From an optimization exercise on the open Yosys and OpenROAD flow, aimed at small area and a short achievable clock period; shortcuts taken in it are not production practice. At most, simulation tests tie the RTL to the original design; equivalence was not proved. Power figures rest on the tool's default switching activity, not on a simulated workload.

==> flow/design.v <==
module float_adder(
    input   clk,
    input   rst,
    input   [31:0]  x,
    input   [31:0]  y,
    output  [31:0]  z,
    output  [1:0]   overflow  
);
    reg [2:0] cnt;
    always @(posedge clk or negedge rst) begin
        if (!rst)
            cnt <= 3'd0;
        else if (cnt != 3'd7)
            cnt <= cnt + 3'd1;
    end
    wire [8:0] d = {1'b0, x[30:23]} - {1'b0, y[30:23]};
    reg [31:0] cg, ce;
    integer cl, cj;
    always @(*) begin
        cg = {1'b0, x[30:0] & ~y[30:0]};
        ce = {1'b1, ~(x[30:0] ^ y[30:0])};
        for (cl = 0; cl < 5; cl = cl + 1)
            for (cj = 0; cj < 32; cj = cj + (2 << cl)) begin
                cg[cj] = cg[cj + (1 << cl)] | (ce[cj + (1 << cl)] & cg[cj]);
                ce[cj] = ce[cj + (1 << cl)] & ce[cj];
            end
    end
    wire x_gt = cg[0];
    wire zx = (x[30:0] == 31'd0);
    wire zy = (y[30:0] == 31'd0);
    reg [31:0] xr, yr;
    reg [8:0]  i_d;
    reg        i_xb, i_hx, i_hy;
    always @(posedge clk) begin
        i_hx <= ~zx;             
        i_hy <= ~zy | zx;        
        xr   <= x;
        yr   <= y;
        i_d  <= d;
        i_xb <= x_gt;
    end
    wire [7:0] ex = xr[30:23], ey = yr[30:23];
    wire [22:0] mx = xr[22:0], my = yr[22:0];
    wire sx = xr[31], sy = yr[31];
    wire sub = sx ^ sy;
    wire neg = i_d[8];                   
    wire hx = i_hx, hy = i_hy;
    wire [23:0] s_sml = i_xb ? {hy, my} : (neg ? {1'b0, hx, mx[22:1]} : {hx, mx});
    wire [4:0]  sh    = i_d[4:0] ^ {5{neg}};
    wire        far   = neg ? (i_d[7:5] != 3'b111) : (i_d[7:5] != 3'b000);
    wire [23:0] s_al  = far ? 24'd0 : (s_sml >> sh);
    wire [22:0] m_big = i_xb ? mx : my;         
    wire [7:0]  e_big = i_xb ? ex : ey;
    wire ex1 = (ex == 8'd255), ey1 = (ey == 8'd255);
    wire nan  = (ex1 && (mx != 23'd0)) || (ey1 && (my != 23'd0));
    wire spec = ex1 || ey1;
    wire ones = nan || (ex1 && ey1 && sub);
    wire sgn = spec ? (sx | nan) : (i_xb ? sx : sy);
    reg [22:0] a_big;
    reg [23:0] a_sml;
    reg [7:0]  a_e;
    reg a_sgn, a_sub, a_spec, a_ones;
    always @(posedge clk) begin
        a_big  <= m_big;
        a_sml  <= s_al ^ {24{sub}};
        a_e    <= e_big;
        a_sgn  <= sgn;
        a_sub  <= sub;
        a_spec <= spec;
        a_ones <= ones;
    end
    wire [23:0] pa = {1'b1, a_big};
    wire [24:0] g0 = {pa & a_sml, a_sub};
    wire [24:0] p0 = {pa ^ a_sml, 1'b0};
    reg  [24:0] gg, pp;
    integer l, j;
    always @(*) begin
        gg = g0;
        pp = p0;
        for (l = 0; l < 5; l = l + 1)
            for (j = 0; j < 25; j = j + 1)
                if (j[l]) begin
                    gg[j] = gg[j] | (pp[j] & gg[((j >> l) << l) - 1]);
                    pp[j] = pp[j] & pp[((j >> l) << l) - 1];
                end
    end
    wire [24:0] sum = {gg[24] & ~a_sub, p0[24:1] ^ gg[23:0]};
    reg [24:0] m_sum;
    reg [7:0]  m_ep1;        
    reg m_sgn, m_spec, m_ones;
    always @(posedge clk) begin
        m_sum  <= sum;
        m_ep1  <= a_e + 8'd1;
        m_sgn  <= a_sgn;
        m_spec <= a_spec;
        m_ones <= a_ones;
    end
    wire e0 = (m_ep1 == 8'd1);
    wire [24:0] lzin = {m_sum[24], m_sum[23] | e0, m_sum[22:0]};
    reg [4:0] k;
    integer i;
    always @(*) begin
        k = 5'd0;
        for (i = 0; i < 25; i = i + 1)
            if (lzin[i]) k = 5'd24 - i[4:0];
    end
    wire [23:0] crs  = m_sum[23:0] << {k[4:3], 3'b000};
    wire zero = (m_sum == 25'd0);
    wire ovf  = m_sum[24] && (m_ep1 == 8'd255);
    reg [23:0] n_m;
    reg [4:0]  n_k;
    reg [7:0]  n_ep1;
    reg        n_ones, n_clr, n_e255, n_e0;
        always @(posedge clk) begin
        n_m    <= crs;
        n_k    <= k;
        n_ep1  <= m_ep1;
        n_ones <= m_spec & m_ones;
        n_clr  <= m_spec | ovf;
        n_e255 <= m_spec | ovf;
        n_e0   <= zero & ~m_spec;
    end
    reg        z_s;
    reg [1:0]  z_ov;
    always @(posedge clk) begin
        if (cnt == 3'd3) begin
            z_s    <= (zero & ~m_spec) ? 1'b0 : m_sgn;
            z_ov   <= m_spec ? 2'b11 : {1'b0, ovf};
        end
    end
    wire [23:0] fin = n_m << n_k[2:0];
    reg [22:0] z_m;
    reg [7:0]  z_e;
    always @(posedge clk) begin
        if (cnt == 3'd4) begin
        z_m <= n_ones ? {23{1'b1}} : (n_clr ? 23'd0 : fin[23:1]);
        z_e <= n_e255 ? 8'd255 : (n_e0 ? 8'd0 : n_ep1 - {3'd0, n_k});
        end
    end
    assign z = {z_s, z_e, z_m};
    assign overflow = z_ov;
endmodule
clock: 5.0 ns
lec_check: 0
abc_area: 1
cap_margin: 10
core_margin: 2
core_utilization: 62
setup_slack_margin: 2.7
slew_margin: 10
standard.sh (not shown) runs the stock make flow with config.mk's settings and CLKGATE_MAP_FILE= SYNTH_SCRIPT=/design/flow/synth_recipe.tcl, a recipe that flattens the netlist after the stock synthesis.
==> flow/flow/run.sh <==
#!/bin/bash
# Standard layout (standard.sh), with port buffers made from a plain buffer
# cell and clock tree synthesis without dummy loads.
set -euo pipefail
export BUFFER_PORTS_ARGS="-buffer_cell sky130_fd_sc_hd__buf_1"
export CTS_ARGS="-sink_clustering_enable -repair_clock_nets -dont_use_dummy_load -buf_list sky130_fd_sc_hd__clkbuf_16 -sink_clustering_size 24 -sink_clustering_max_diameter 120"
bash standard.sh > standard.log 2>&1
Change:
--- a/flow/design.v
+++ b/flow/design.v
@@ -11,24 +11,13 @@
         if (!rst)
             cnt <= 3'd0;
         else if (cnt != 3'd7)
             cnt <= cnt + 3'd1;
     end
     wire [8:0] d = {1'b0, x[30:23]} - {1'b0, y[30:23]};
-    reg [31:0] cg, ce;
-    integer cl, cj;
-    always @(*) begin
-        cg = {1'b0, x[30:0] & ~y[30:0]};
-        ce = {1'b1, ~(x[30:0] ^ y[30:0])};
-        for (cl = 0; cl < 5; cl = cl + 1)
-            for (cj = 0; cj < 32; cj = cj + (2 << cl)) begin
-                cg[cj] = cg[cj + (1 << cl)] | (ce[cj + (1 << cl)] & cg[cj]);
-                ce[cj] = ce[cj + (1 << cl)] & ce[cj];
-            end
-    end
-    wire x_gt = cg[0];
+    wire x_gt = x[30:0] > y[30:0];       
     wire zx = (x[30:0] == 31'd0);
     wire zy = (y[30:0] == 31'd0);
     reg [31:0] xr, yr;
     reg [8:0]  i_d;
     reg        i_xb, i_hx, i_hy;
     always @(posedge clk) begin
@@ -66,28 +55,14 @@
         a_e    <= e_big;
         a_sgn  <= sgn;
         a_sub  <= sub;
         a_spec <= spec;
         a_ones <= ones;
     end
-    wire [23:0] pa = {1'b1, a_big};
-    wire [24:0] g0 = {pa & a_sml, a_sub};
-    wire [24:0] p0 = {pa ^ a_sml, 1'b0};
-    reg  [24:0] gg, pp;
-    integer l, j;
-    always @(*) begin
-        gg = g0;
-        pp = p0;
-        for (l = 0; l < 5; l = l + 1)
-            for (j = 0; j < 25; j = j + 1)
-                if (j[l]) begin
-                    gg[j] = gg[j] | (pp[j] & gg[((j >> l) << l) - 1]);
-                    pp[j] = pp[j] & pp[((j >> l) << l) - 1];
-                end
-    end
-    wire [24:0] sum = {gg[24] & ~a_sub, p0[24:1] ^ gg[23:0]};
+    wire [25:0] s_res = {2'b01, a_big, 1'b1} + {a_sub, a_sml, a_sub};
+    wire [24:0] sum = {s_res[25] & ~a_sub, s_res[24:1]};
     reg [24:0] m_sum;
     reg [7:0]  m_ep1;        
     reg m_sgn, m_spec, m_ones;
     always @(posedge clk) begin
         m_sum  <= sum;
         m_ep1  <= a_e + 8'd1;
- The new run ran to the end with no violations
- via count goes up by 8.7%
- worst setup slack is about the same
- cell count climbs by about 4.3%
- die area is higher by about 1.7%
- final area rises by about 2.5%
- non-clock buffer count grows by 7
- worst hold slack gets worse by 9.0 ps
- wire length is higher by about 11%

========
Starts from the design.v that is shown in full above.
clock: 5.0 ns
lec_check: 0
abc_area: 1
cap_margin: 10
core_margin: 2
core_utilization: 62
setup_slack_margin: 2.6
slew_margin: 10
Scripts as last shown in full above: flow/flow/run.sh
The first run completed without violations.
==> next run, changes <==
--- a/flow/design.v
+++ b/flow/design.v
@@ -13,7 +13,10 @@
         else if (cnt != 3'd7)
             cnt <= cnt + 3'd1;
     end
-    wire [8:0] d = {1'b0, x[30:23]} - {1'b0, y[30:23]};
+    wire [7:0] dd;
+    wire       nb;           
+    pfx_add #(.W(8)) u_d (.a(x[30:23]), .b(~y[30:23]), .ci(1'b1), .s(dd), .co(nb));
+    wire [8:0] d = {~nb, dd};
     reg [31:0] cg, ce;
     integer cl, cj;
     always @(*) begin
@@ -69,22 +72,10 @@
         a_spec <= spec;
         a_ones <= ones;
     end
-    wire [23:0] pa = {1'b1, a_big};
-    wire [24:0] g0 = {pa & a_sml, a_sub};
-    wire [24:0] p0 = {pa ^ a_sml, 1'b0};
-    reg  [24:0] gg, pp;
-    integer l, j;
-    always @(*) begin
-        gg = g0;
-        pp = p0;
-        for (l = 0; l < 5; l = l + 1)
-            for (j = 0; j < 25; j = j + 1)
-                if (j[l]) begin
-                    gg[j] = gg[j] | (pp[j] & gg[((j >> l) << l) - 1]);
-                    pp[j] = pp[j] & pp[((j >> l) << l) - 1];
-                end
-    end
-    wire [24:0] sum = {gg[24] & ~a_sub, p0[24:1] ^ gg[23:0]};
+    wire [23:0] s_lo;
+    wire        s_co;
+    pfx_add #(.W(24)) u_s (.a({1'b1, a_big}), .b(a_sml), .ci(a_sub), .s(s_lo), .co(s_co));
+    wire [24:0] sum = {s_co & ~a_sub, s_lo};
     reg [24:0] m_sum;
     reg [7:0]  m_ep1;        
     reg m_sgn, m_spec, m_ones;
@@ -129,14 +120,39 @@
         end
     end
     wire [23:0] fin = n_m << n_k[2:0];
+    wire [7:0]  e_dif;       
+    wire        e_nb;
+    pfx_add #(.W(8)) u_e (.a(n_ep1), .b({3'b111, ~n_k}), .ci(1'b1), .s(e_dif), .co(e_nb));
     reg [22:0] z_m;
     reg [7:0]  z_e;
     always @(posedge clk) begin
         if (cnt == 3'd4) begin
         z_m <= n_ones ? {23{1'b1}} : (n_clr ? 23'd0 : fin[23:1]);
-        z_e <= n_e255 ? 8'd255 : (n_e0 ? 8'd0 : n_ep1 - {3'd0, n_k});
+        z_e <= n_e255 ? 8'd255 : (n_e0 ? 8'd0 : e_dif);
         end
     end
     assign z = {z_s, z_e, z_m};
     assign overflow = z_ov;
 endmodule
+module pfx_add #(parameter W = 8) (
+    input  [W-1:0] a,
+    input  [W-1:0] b,
+    input          ci,
+    output [W-1:0] s,
+    output         co
+);
+    reg [W:0] g, p;
+    integer l, j;
+    always @(*) begin
+        g = {a & b, ci};
+        p = {a ^ b, 1'b0};
+        for (l = 0; (1 << l) <= W; l = l + 1)
+            for (j = 0; j <= W; j = j + 1)
+                if (j[l]) begin
+                    g[j] = g[j] | (p[j] & g[((j >> l) << l) - 1]);
+                    p[j] = p[j] & p[((j >> l) << l) - 1];
+                end
+    end
+    assign s  = (a ^ b) ^ g[W-1:0];
+    assign co = g[W];
+endmodule
What happened: Core utilization came out higher by 0.71 points. Clock-buffer cell count is unchanged. Worst setup slack loses 120 ps. Sequential power hardly moves. Die area is about the same. Combinational power barely changes. Synthesized area barely changes. Fmax came out lower by a few percent. Worst hold slack loses 10 ps. Cell count came out higher slightly. Cell area came out higher slightly.
For the second run of this note, only the layout was checked, not whether the RTL still works.

==> what the ideal ports hide <==
No port has a modelled driver above. Below, the same layouts with a new extraction and two added sets of constraints. Step 1 assumes that a clkbuf_16 drives the clock port and a buf_2 every other input. Step 2, shift: input delay + t, output delay - t, t = (earliest + latest rising clock arrival at the registers) / 2. This alone moves slack from input paths to output paths. Three values: ideal, step 1, step 2; two values: the first two.
run | shift t [ns] | slack for setup (ns) | worst hold slack (ns) | clock arrival spread, ns | worst register clock-pin slew, ns
the first run of note 1 | 0.498 | 2.724 / 2.724 / 2.355 | 0.318 / 0.298 / 0.325 | 0.049 / 0.050 | 0.10 / 0.10
the second run of note 1 | 0.508 | 2.726 / 2.726 / 2.238 | 0.309 / 0.290 / 0.335 | 0.043 / 0.043 | 0.09 / 0.09
the first run of note 2 | 0.502 | 2.705 / 2.719 / 2.228 | 0.319 / 0.295 / 0.332 | 0.049 / 0.049 | 0.10 / 0.10
the second run of note 2 | 0.504 | 2.589 / 2.589 / 2.255 | 0.309 / 0.290 / 0.332 | 0.056 / 0.056 | 0.10 / 0.10
After both steps every run listed still meets setup and hold. The setup slack of the second run of note 1, which loses most, moves by 0.000 ns with the drivers and by -0.488 ns with both steps.
